This is an optimization exercise on Yosys and OpenROAD, whose aim is small area, not a production implementation.
In this exercise RTL edits were held to simulation tests only and were not proved equivalent to the original.
Power figures rest on the tool's default switching activity, not on a simulated workload.

## v13
Design rs232_interface_top, start of the top module:
module rs232_interface_top(CLOCK_50, RST, UART_TXD, UART_RXD, LEDG,LEDR, KEY, SW, HEX0, HEX1, HEX2, HEX3, HEX4, HEX5, HEX6, HEX7);
clock: 20.0 ns
lec_check: 0
cap_margin: 20
core_margin: 2
core_utilization: 70
place_density: 0.8
slew_margin: 20
standard.sh (not shown) runs the stock make flow with config.mk's settings and CLKGATE_MAP_FILE= SYNTH_SCRIPT=/design/flow/synth_recipe.tcl, a recipe that flattens the netlist after the stock synthesis.
==> flow/flow/run.sh <==
#!/bin/bash
# The standard layout (standard.sh, unchanged synthesis, floorplan, power grid and
# tap cells), with two placement/CTS choices passed as ORFS variables:
#  - port buffers are buf_1 cells (buffer_ports -buffer_cell), the smallest buffer;
#  - the clock tree uses clkbuf_4 cells, larger sink clusters and no dummy loads.
set -euo pipefail
export BUFFER_PORTS_ARGS="-buffer_cell sky130_fd_sc_hd__buf_1"
export CTS_ARGS="-sink_clustering_enable -repair_clock_nets -buf_list sky130_fd_sc_hd__clkbuf_4 -sink_clustering_size 10 -sink_clustering_max_diameter 30 -dont_use_dummy_load"
bash standard.sh > standard_flow.log 2>&1
The inputs of v27 differ from those of v13 as listed below.
Settings: changing PLACE_DENSITY from 0.8 to 0.9; changing CORE_UTILIZATION from 70 to 85.
Notes after the runs:
- Taking v13 as the reference point, the multi-input gate share of total cell area of v27 rises by 0.22 points.
- Measured against v27, the site row count of v13 comes out at 1.10 times the reference value.
- Proportion of power drawn by combinational gates was higher in v27 than in v13.
- Delta (v27 minus v13): hold slack has increased; final cell count dropped 39; area overhead of the layout relative to synthesis dropped 0.63 points; static leakage ~0 delta; floorplan core area -2500 µm².
- v13 → v27: ratio of final minimum period to clock period up 0.53 points; sequential group share of total power down 0.5 points.

Another version of the RTL of rs232_interface_top (not shown whole).
For scale: about 210 flip-flops, ~110 I/O pins, roughly 8900 um2 of cells after synthesis.
Design rs232_interface_top, start of the top module:
module rs232_interface_top(CLOCK_50, RST, UART_TXD, UART_RXD, LEDG,LEDR, KEY, SW, HEX0, HEX1, HEX2, HEX3, HEX4, HEX5, HEX6, HEX7);
clock: 20.0 ns
lec_check: 0
cap_margin: 20
core_margin: 2
core_utilization: 70
place_density: 0.8
slew_margin: 20
==> flow/flow/run.sh <==
#!/bin/bash
# The standard layout (standard.sh: the standard synthesis, floorplan, power
# grid, tap cells, placement, CTS and routing), with these choices:
#  - ABC maps the logic with an area-oriented script (flow/abc_area_deep.script)
#    instead of ORFS's abc_speed.script: ORFS's scripts folder is copied here
#    and only that file is replaced. Flip-flops are mapped before ABC runs, so
#    the registers (names and cells) are those of the standard synthesis;
#  - port buffers are buf_1 cells (buffer_ports -buffer_cell), the smallest
#    buffer; every port still gets one;
#  - the clock tree uses clkbuf_4 cells, sink clusters of up to 10 within
#    30 um, and no dummy loads.
set -euo pipefail
rm -rf scripts_mod
cp -r "$FLOW_HOME/scripts" scripts_mod
cp flow/abc_area_deep.script scripts_mod/abc_speed.script
export SCRIPTS_DIR="$PWD/scripts_mod"
export BUFFER_PORTS_ARGS="-buffer_cell sky130_fd_sc_hd__buf_1"
export CTS_ARGS="-sink_clustering_enable -repair_clock_nets -buf_list sky130_fd_sc_hd__clkbuf_4 -sink_clustering_size 10 -sink_clustering_max_diameter 40 -dont_use_dummy_load"
bash standard.sh > standard_flow.log 2>&1
==> flow/flow/abc_area_deep.script <==
strash
dc2
dc2
dch -f
amap
topo
Change:
--- a/flow/flow/run.sh
+++ b/flow/flow/run.sh
@@ -16,4 +16,4 @@
 export SCRIPTS_DIR="$PWD/scripts_mod"
 export BUFFER_PORTS_ARGS="-buffer_cell sky130_fd_sc_hd__buf_1"
-export CTS_ARGS="-sink_clustering_enable -repair_clock_nets -buf_list sky130_fd_sc_hd__clkbuf_4 -sink_clustering_size 10 -sink_clustering_max_diameter 40 -dont_use_dummy_load"
+export CTS_ARGS="-sink_clustering_enable -repair_clock_nets -buf_list sky130_fd_sc_hd__clkbuf_4 -sink_clustering_buffer sky130_fd_sc_hd__clkbuf_8 -sink_clustering_size 16 -sink_clustering_max_diameter 50 -dont_use_dummy_load"
 bash standard.sh > standard_flow.log 2>&1
==> flow/flow/abc_area_deep.script (replaced) <==
strash
dc2
dch -f
amap
strash
dch -f
amap
topo
After rerunning:
- routed wire length went down by 1.8%
- total power is lower by 7.4%
- setup slack is worse by 0.16 ns
- clock skew drops by 0.032 ns
- sequential share of layout area grows by 0.18 points
- clock power goes up by about 4%
- die area went down by 0.66%
- cell area goes down by 0.35%
- via count is lower by 0.52%
- fmax came out lower by 2.4%
- sequential cell count is unchanged
Change:
--- a/flow/flow/run.sh
+++ b/flow/flow/run.sh
@@ -16,4 +16,4 @@
 export SCRIPTS_DIR="$PWD/scripts_mod"
 export BUFFER_PORTS_ARGS="-buffer_cell sky130_fd_sc_hd__buf_1"
-export CTS_ARGS="-sink_clustering_enable -repair_clock_nets -buf_list sky130_fd_sc_hd__clkbuf_4 -sink_clustering_buffer sky130_fd_sc_hd__clkbuf_8 -sink_clustering_size 16 -sink_clustering_max_diameter 50 -dont_use_dummy_load"
+export CTS_ARGS="-sink_clustering_enable -repair_clock_nets -buf_list sky130_fd_sc_hd__clkbuf_4 -sink_clustering_size 10 -sink_clustering_max_diameter 40 -dont_use_dummy_load"
 bash standard.sh > standard_flow.log 2>&1
==> flow/flow/abc_area_deep.script (replaced) <==
strash
dc2
dc2
dch -f
amap
topo
- CAP_MARGIN: 20 -> 0
- SLEW_MARGIN: 20 -> 0
After rerunning:
- flip-flop and latch count stays the same
- global-route usage rises by 0.14 points
- routed wire length goes up by 1.8%
- fmax went up by 2.4%
- clock-buffer cell count increases by 10
- die area rises by 0.66%
- clock power fell by about 3%
- total power goes up by 8.0%
- worst hold slack improved by 0.013 ns
- final cell count went up by 0.51%
- combinational power climbs by 21%
Change:
--- a/flow/flow/run.sh
+++ b/flow/flow/run.sh
@@ -16,4 +16,4 @@
 export SCRIPTS_DIR="$PWD/scripts_mod"
 export BUFFER_PORTS_ARGS="-buffer_cell sky130_fd_sc_hd__buf_1"
-export CTS_ARGS="-sink_clustering_enable -repair_clock_nets -buf_list sky130_fd_sc_hd__clkbuf_4 -sink_clustering_size 10 -sink_clustering_max_diameter 40 -dont_use_dummy_load"
+export CTS_ARGS="-sink_clustering_enable -repair_clock_nets -buf_list sky130_fd_sc_hd__clkbuf_4 -sink_clustering_buffer sky130_fd_sc_hd__clkbuf_8 -sink_clustering_size 18 -sink_clustering_max_diameter 45 -dont_use_dummy_load"
 bash standard.sh > standard_flow.log 2>&1
==> flow/flow/abc_area_deep.script (replaced) <==
strash
dc2
dch -f
amap
strash
dch -f
amap
topo
- CAP_MARGIN: 0 -> 20
- SLEW_MARGIN: 0 -> 20
- design area barely changes
- sequential share of layout area goes down by 0.15 points
- utilization grows by 0.54 points
- final cell count stays flat
- synthesized area came out lower by about 0.7%

rs232_interface_top again, from the RTL that the note above started with.
Settings: LEC_CHECK=0, CAP_MARGIN=20, CORE_MARGIN=2, CORE_UTILIZATION=70, PLACE_DENSITY=0.8, SLEW_MARGIN=20; clock period 20.0 ns.
==> flow/flow/run.sh <==
#!/bin/bash
# The standard layout (standard.sh: the standard synthesis, floorplan, power
# grid, tap cells, placement, CTS and routing), with these choices:
#  - ABC maps the logic with an area-oriented script (flow/abc_area_deep.script)
#    instead of ORFS's abc_speed.script: ORFS's scripts folder is copied here
#    and only that file is replaced. Flip-flops are mapped before ABC runs, so
#    the registers (names and cells) are those of the standard synthesis;
#  - port buffers are buf_1 cells (buffer_ports -buffer_cell), the smallest
#    buffer; every port still gets one;
#  - the clock tree uses clkbuf_4 cells, sink clusters of up to 10 within
#    30 um, and no dummy loads.
set -euo pipefail
rm -rf scripts_mod
cp -r "$FLOW_HOME/scripts" scripts_mod
cp flow/abc_area_deep.script scripts_mod/abc_speed.script
export SCRIPTS_DIR="$PWD/scripts_mod"
export BUFFER_PORTS_ARGS="-buffer_cell sky130_fd_sc_hd__buf_1"
export CTS_ARGS="-sink_clustering_enable -repair_clock_nets -buf_list sky130_fd_sc_hd__clkbuf_4 -sink_clustering_buffer sky130_fd_sc_hd__clkbuf_8 -sink_clustering_size 18 -sink_clustering_max_diameter 50 -dont_use_dummy_load"
bash standard.sh > standard_flow.log 2>&1
==> flow/flow/abc_area_deep.script <==
strash
dc2
dc2
dch -f
amap
topo
The starting point completed without violations.
==> next run, changes <==
--- a/flow/flow/run.sh
+++ b/flow/flow/run.sh
@@ -18 +18 @@
-export CTS_ARGS="-sink_clustering_enable -repair_clock_nets -buf_list sky130_fd_sc_hd__clkbuf_4 -sink_clustering_buffer sky130_fd_sc_hd__clkbuf_8 -sink_clustering_size 18 -sink_clustering_max_diameter 50 -dont_use_dummy_load"
+export CTS_ARGS="-sink_clustering_enable -repair_clock_nets -buf_list sky130_fd_sc_hd__clkbuf_4 -sink_clustering_buffer sky130_fd_sc_hd__clkbuf_16 -sink_clustering_size 35 -sink_clustering_max_diameter 80 -dont_use_dummy_load"
==> flow/flow/abc_area_deep.script (replaced) <==
strash
dc2
dch -f
amap
strash
dch -f
amap
topo
Effect:
- setup slack got worse by 110 ps
- count of clock-buffer cells in the layout falls by 7
- cell area falls by 0.64%
- synthesized cell count rises by 0.68%
- cell count hardly moves
- via count hardly moves
==> next run, changes <==
==> flow/run.sh (new file) <==
#!/bin/bash
# synth_recipe.tcl (not shown) runs the flow's synth.tcl, then flattens the netlist and writes it again
# the make line also repeats each setting of config.mk as NAME=value (left out here)
make -C /OpenROAD-flow-scripts/flow DESIGN_CONFIG=/design/flow/config.mk WORK_HOME=/design/flow/orfs CLKGATE_MAP_FILE= SYNTH_SCRIPT=/design/flow/synth_recipe.tcl finish
--- a/flow/config.mk
+++ b/flow/config.mk
@@ -10,0 +11,3 @@
+export CTS_BUF_LIST = sky130_fd_sc_hd__clkbuf_4
+export CTS_CLUSTER_DIAMETER = 40
+export CTS_CLUSTER_SIZE = 10
removed: flow/flow/run.sh
removed: flow/flow/abc_area_deep.script
removed: flow/standard.sh
Outcome: Final area came out higher by about 14%; register-to-register slack is better by 350 ps; total power climbs by 11%; hold slack stays flat; wire length went up by 11%.
==> next run, changes <==
==> flow/flow/run.sh (new file) <==
#!/bin/bash
# The standard layout (standard.sh: the standard synthesis, floorplan, power
# grid, tap cells, placement, CTS and routing), with these choices:
#  - ABC maps the logic with an area-oriented script (flow/abc_area_deep.script)
#    instead of ORFS's abc_speed.script: ORFS's scripts folder is copied here
#    and only that file is replaced. Flip-flops are mapped before ABC runs, so
#    the registers (names and cells) are those of the standard synthesis;
#  - port buffers are buf_1 cells (buffer_ports -buffer_cell), the smallest
#    buffer; every port still gets one;
#  - the clock tree uses clkbuf_4 cells, sink clusters of up to 10 within
#    30 um, and no dummy loads.
set -euo pipefail
rm -rf scripts_mod
cp -r "$FLOW_HOME/scripts" scripts_mod
cp flow/abc_area_deep.script scripts_mod/abc_speed.script
export SCRIPTS_DIR="$PWD/scripts_mod"
export BUFFER_PORTS_ARGS="-buffer_cell sky130_fd_sc_hd__buf_1"
export CTS_ARGS="-sink_clustering_enable -repair_clock_nets -buf_list sky130_fd_sc_hd__clkbuf_4 -sink_clustering_buffer sky130_fd_sc_hd__clkbuf_8 -sink_clustering_size 20 -sink_clustering_max_diameter 60 -dont_use_dummy_load"
bash standard.sh > standard_flow.log 2>&1
==> flow/flow/abc_area_deep.script (new file) <==
strash
dc2
dch -f
amap
strash
dch -f
amap
topo
==> flow/standard.sh (new file) <==
#!/bin/bash
# synth_recipe.tcl (not shown) runs the flow's synth.tcl, then flattens the netlist and writes it again
# the make line also repeats each setting of config.mk as NAME=value (left out here)
make -C /OpenROAD-flow-scripts/flow DESIGN_CONFIG=/design/flow/config.mk WORK_HOME=/design/flow/orfs CLKGATE_MAP_FILE= SYNTH_SCRIPT=/design/flow/synth_recipe.tcl "${@:-finish}"
--- a/flow/config.mk
+++ b/flow/config.mk
@@ -11,3 +10,0 @@
-export CTS_BUF_LIST = sky130_fd_sc_hd__clkbuf_4
-export CTS_CLUSTER_DIAMETER = 40
-export CTS_CLUSTER_SIZE = 10
removed: flow/run.sh
=>
- The changed run finished with timing, DRC and antenna clean
- setup slack gets worse by 48 ps
- routed wire length shrinks by 11%
- clock-buffer cell count fell by 26
- maximum frequency went down by 0.74%
==> next run, changes <==
--- a/flow/flow/run.sh
+++ b/flow/flow/run.sh
@@ -18 +18 @@
-export CTS_ARGS="-sink_clustering_enable -repair_clock_nets -buf_list sky130_fd_sc_hd__clkbuf_4 -sink_clustering_buffer sky130_fd_sc_hd__clkbuf_8 -sink_clustering_size 20 -sink_clustering_max_diameter 60 -dont_use_dummy_load"
+export CTS_ARGS="-sink_clustering_enable -repair_clock_nets -buf_list sky130_fd_sc_hd__clkbuf_4 -sink_clustering_size 10 -sink_clustering_max_diameter 40 -dont_use_dummy_load"
After rerunning:
- worst hold slack gains 29 ps
- worst setup slack gains 100 ps
- total power grows by about 1.2%
- final area grows by 0.35%
- clock skew shrinks by 28 ps
- combinational power is about the same
==> next run, changes <==
--- a/flow/flow/run.sh
+++ b/flow/flow/run.sh
@@ -18 +18 @@
-export CTS_ARGS="-sink_clustering_enable -repair_clock_nets -buf_list sky130_fd_sc_hd__clkbuf_4 -sink_clustering_size 10 -sink_clustering_max_diameter 40 -dont_use_dummy_load"
+export CTS_ARGS="-sink_clustering_enable -repair_clock_nets -buf_list sky130_fd_sc_hd__clkbuf_4 -sink_clustering_size 10 -sink_clustering_max_diameter 30 -dont_use_dummy_load"
==> flow/flow/abc_area_deep.script (replaced) <==
strash
dc2
dc2
dch -f
amap
topo
=>
- wire length climbs by 2.6%
- power climbs by 12%
- global-route usage climbs by 0.68 points
- final cell count climbs by 0.42%

re-timing with driven ports:
The results above use ideal ports. As a check the final layouts listed here were re-extracted and re-timed, cells and wires unchanged.
Step 1: set_driving_cell puts a clkbuf_16 on CLOCK_50 and a buf_2 on each other input, an assumption about the parent block.
Step 2 moves the port delays by t, midway between the first and last clock arrival at a register: inputs arrive t later, outputs are due t later. That takes back most of the time a late clock gives input paths.
a / b / c = ideal ports / drivers / drivers and shift; a / b = the first two.
run | t (ns) | slack for setup (ns) | worst hold slack (ns) | worst setup path at the end | worst slew at a driven data input, ns
v13 | 0.632 | 14.086 / 14.052 / 13.721 | 0.418 / 0.418 / 0.418 | input to register | 0.04
v27 | 0.598 | 13.981 / 13.945 / 13.814 | 0.443 / 0.443 / 0.443 | input to register | 0.04
the first run of note 2 | 0.666 | 13.650 / 13.656 / 12.990 | 0.445 / 0.444 / 0.444 | input to register | 0.03
the second run of note 2 | 0.629 | 13.493 / 13.510 / 12.880 | 0.433 / 0.433 / 0.433 | input to register | 0.03
the third run of note 2 | 0.665 | 13.647 / 13.653 / 12.988 | 0.446 / 0.446 / 0.446 | input to register | 0.03
the fourth run of note 2 | 0.664 | 13.545 / 13.563 / 12.898 | 0.410 / 0.410 / 0.410 | input to register | 0.03
the first run of note 3 | 0.619 | 13.589 / 13.597 / 12.978 | 0.426 / 0.426 / 0.426 | input to register | 0.03
the second run of note 3 | 0.578 | 13.483 / 13.499 / 12.922 | 0.432 / 0.432 / 0.432 | input to register | 0.03
the third run of note 3 | 0.679 | 13.512 / 13.472 / 13.142 | 0.434 / 0.434 / 0.434 | input to register | 0.04
the fourth run of note 3 | 0.603 | 13.464 / 13.483 / 12.881 | 0.387 / 0.387 / 0.387 | input to register | 0.03
the fifth run of note 3 | 0.651 | 13.567 / 13.583 / 12.932 | 0.416 / 0.416 / 0.416 | input to register | 0.03
the sixth run of note 3 | 0.615 | 13.571 / 13.584 / 12.969 | 0.422 / 0.422 / 0.422 | input to register | 0.03
After both steps every run listed still meets setup and hold. The setup slack of the first run of note 2, which loses most, moves by +0.006 ns with the drivers and by -0.660 ns with both steps.
